Context: an optimization exercise on an open-source flow, tuned for small area and a short achievable clock period. The choices shown serve that exercise and are no tape-out recipe. RTL that was checked went through simulation tests only; none was proved equivalent to the original. The flow treats the clock pin as an ideal source, which a real chip does not have.

Design fir_32nd, start of the top module:
module fir_32nd (
    input clk,
    input reset,
    input signed [15:0] data_in,
    output reg signed [15:0] filtered_output
);
Size: roughly 2,600 cells after synthesis, roughly 750 flip-flops, about 34 I/O pins, roughly 41,000 um2 of cells after synthesis.
Settings: LEC_CHECK=0, CAP_MARGIN=20, CORE_MARGIN=2, CORE_UTILIZATION=60, CTS_CLUSTER_DIAMETER=120, CTS_CLUSTER_SIZE=16, SLEW_MARGIN=20, SYNTH_HIERARCHICAL=1, TNS_END_PERCENT=5; clock period 15.0 ns.
standard.sh (not shown) runs the stock make flow with config.mk's settings and CLKGATE_MAP_FILE= SYNTH_SCRIPT=/design/flow/synth_recipe.tcl, a recipe that flattens the netlist after the stock synthesis.
==> flow/flow/run.sh <==
#!/bin/bash
# Own flow: the standard synthesis, then the standard ORFS steps with
# buf_4 port buffers, no delay cells in buffering, the reset net rebuilt
# as a balanced buffer tree after placement (flow/reset_tree.tcl), and a
# larger setup margin so timing repair works on the paths that set the
# achieved period. CTS_ARGS picks smaller leaf clock buffers.
set -e
H=$PWD/flow/hook.tcl
bash standard.sh synth > synth.log 2>&1
bash standard.sh SETUP_SLACK_MARGIN=11 BUFFER_PORTS_ARGS="-buffer_cell sky130_fd_sc_hd__buf_4" \
  PRE_GLOBAL_PLACE_TCL=$H PRE_RESIZE_TCL=$H POST_RESIZE_TCL=$PWD/flow/reset_tree.tcl PRE_CTS_TCL=$H PRE_GLOBAL_ROUTE_TCL=$H \
  CTS_ARGS="-sink_clustering_enable -repair_clock_nets -sink_clustering_size 16 -sink_clustering_max_diameter 120 -dont_use_dummy_load" finish > layout.log 2>&1
Other scripts of this flow, unchanged in this note and not shown: flow/flow/hook.tcl, flow/flow/reset_tree.tcl
Then changed:
--- a/flow/flow/run.sh
+++ b/flow/flow/run.sh
@@ -10,3 +10,3 @@
 bash standard.sh SETUP_SLACK_MARGIN=11 BUFFER_PORTS_ARGS="-buffer_cell sky130_fd_sc_hd__buf_4" \
   PRE_GLOBAL_PLACE_TCL=$H PRE_RESIZE_TCL=$H POST_RESIZE_TCL=$PWD/flow/reset_tree.tcl PRE_CTS_TCL=$H PRE_GLOBAL_ROUTE_TCL=$H \
-  CTS_ARGS="-sink_clustering_enable -repair_clock_nets -sink_clustering_size 16 -sink_clustering_max_diameter 120 -dont_use_dummy_load" finish > layout.log 2>&1
+  CTS_ARGS="-sink_clustering_enable -repair_clock_nets -sink_clustering_size 12 -sink_clustering_max_diameter 100 -sink_clustering_buffer sky130_fd_sc_hd__clkbuf_8 -root_buf sky130_fd_sc_hd__clkbuf_16 -buf_list sky130_fd_sc_hd__clkbuf_16 -dont_use_dummy_load" finish > layout.log 2>&1
- CORE_UTILIZATION: 60 -> 70
What happened:
- The changed run went through all stages and came out clean
- first-iteration DRC count goes up by 11%
- global-route usage goes up by 4.7 points
Then changed:
- CORE_UTILIZATION: 70 -> 60
Result:
- via count came out lower by 3.1%
- core utilization came out lower by 11 points
- routed wire length came out higher by 2.6%

========
Another version of the RTL of fir_32nd (not shown whole).
Size: roughly 2700 cells after synthesis, about 34 I/O pins, roughly 43000 µm² of cells after synthesis.
Settings: LEC_CHECK=0, CAP_MARGIN=20, CORE_MARGIN=2, CORE_UTILIZATION=60, CTS_CLUSTER_DIAMETER=60, CTS_CLUSTER_SIZE=30, SLEW_MARGIN=20, SYNTH_HIERARCHICAL=1, TNS_END_PERCENT=5; clock period 15.0 ns.
==> flow/flow/run.sh <==
#!/bin/bash
# Own flow: the standard synthesis, then the standard ORFS steps with
# buf_4 port buffers, no delay cells in buffering, a fanout limit that
# turns the reset net into a buffer tree, and a larger setup margin so
# timing repair works on the paths that set the achieved period.
set -e
H=$PWD/flow/hook.tcl
bash standard.sh synth > synth.log 2>&1
bash standard.sh SETUP_SLACK_MARGIN=11 BUFFER_PORTS_ARGS="-buffer_cell sky130_fd_sc_hd__buf_4" \
  PRE_GLOBAL_PLACE_TCL=$H PRE_RESIZE_TCL=$H PRE_CTS_TCL=$H PRE_GLOBAL_ROUTE_TCL=$H finish > layout.log 2>&1
==> flow/flow/hook.tcl <==
# Keep delay cells out of buffering and sizing; split high-fanout nets (the reset net).
set_dont_use [get_lib_cells {sky130_fd_sc_hd__clkdlybuf4s* sky130_fd_sc_hd__dlygate4sd* sky130_fd_sc_hd__dlymetal6s*}]
set_max_fanout 16 [current_design]
The baseline ran to the end with no violations.
==> next run, changes <==
==> flow/flow/run.sh (replaced) <==
#!/bin/bash
# Own flow: the standard synthesis, then the standard ORFS steps with
# buf_4 port buffers, no delay cells in buffering, a fanout limit that
# turns the reset net into a buffer tree, and a larger setup margin so
# timing repair works on the paths that set the achieved period, and
# clock tree options for a shallower (lower-latency) balanced tree.
set -e
H=$PWD/flow/hook.tcl
bash standard.sh synth > synth.log 2>&1
bash standard.sh SETUP_SLACK_MARGIN=11 BUFFER_PORTS_ARGS="-buffer_cell sky130_fd_sc_hd__buf_4" \
  PRE_GLOBAL_PLACE_TCL=$H PRE_RESIZE_TCL=$H PRE_CTS_TCL=$H PRE_GLOBAL_ROUTE_TCL=$H CTS_ARGS="-sink_clustering_enable -repair_clock_nets -sink_clustering_size 40 -sink_clustering_max_diameter 150 -sink_clustering_levels 1 -dont_use_dummy_load" finish > layout.log 2>&1
CTS_CLUSTER_DIAMETER = not set   (was 60)
CTS_CLUSTER_SIZE = not set   (was 30)
=> Worst hold slack is about the same; worst setup slack gets better by 0.0058 ns.
No functional check of the RTL was part of any run of this note.

==> re-timing with driven ports <==
The results above use ideal ports. As a check the final layouts listed here were re-extracted and re-timed, cells and wires unchanged.
Step 1 assumes that a clkbuf_16 drives the clock port and a buf_2 every other input.
Step 2, shift: input delay + t, output delay - t, t = (earliest + latest rising clock arrival at the registers) / 2. This alone moves slack from input paths to output paths.
a / b / c = no drivers / after step 1 / after step 2; a / b = the first two.
| run | shift t [ns] | slack for setup (ns) | pins driven straight from the clock port |
|---|---|---|---|
| the first run of note 1 | 0.669 | 10.890 / 10.823 / 10.902 | 1 |
| the second run of note 1 | 0.623 | 10.906 / 10.858 / 10.906 | 1 |
| the third run of note 1 | 0.641 | 10.870 / 10.829 / 10.870 | 1 |
| the first run of note 2 | 0.694 | 10.817 / 10.751 / 10.167 | 1 |
| the second run of note 2 | 0.681 | 10.823 / 10.776 / 10.184 | 1 |
After both steps setup and hold are still met in every run listed. The setup slack of the first run of note 2, which loses most, moves by -0.066 ns with the drivers and by -0.650 ns with both steps. Setup slack includes reset recovery checks.
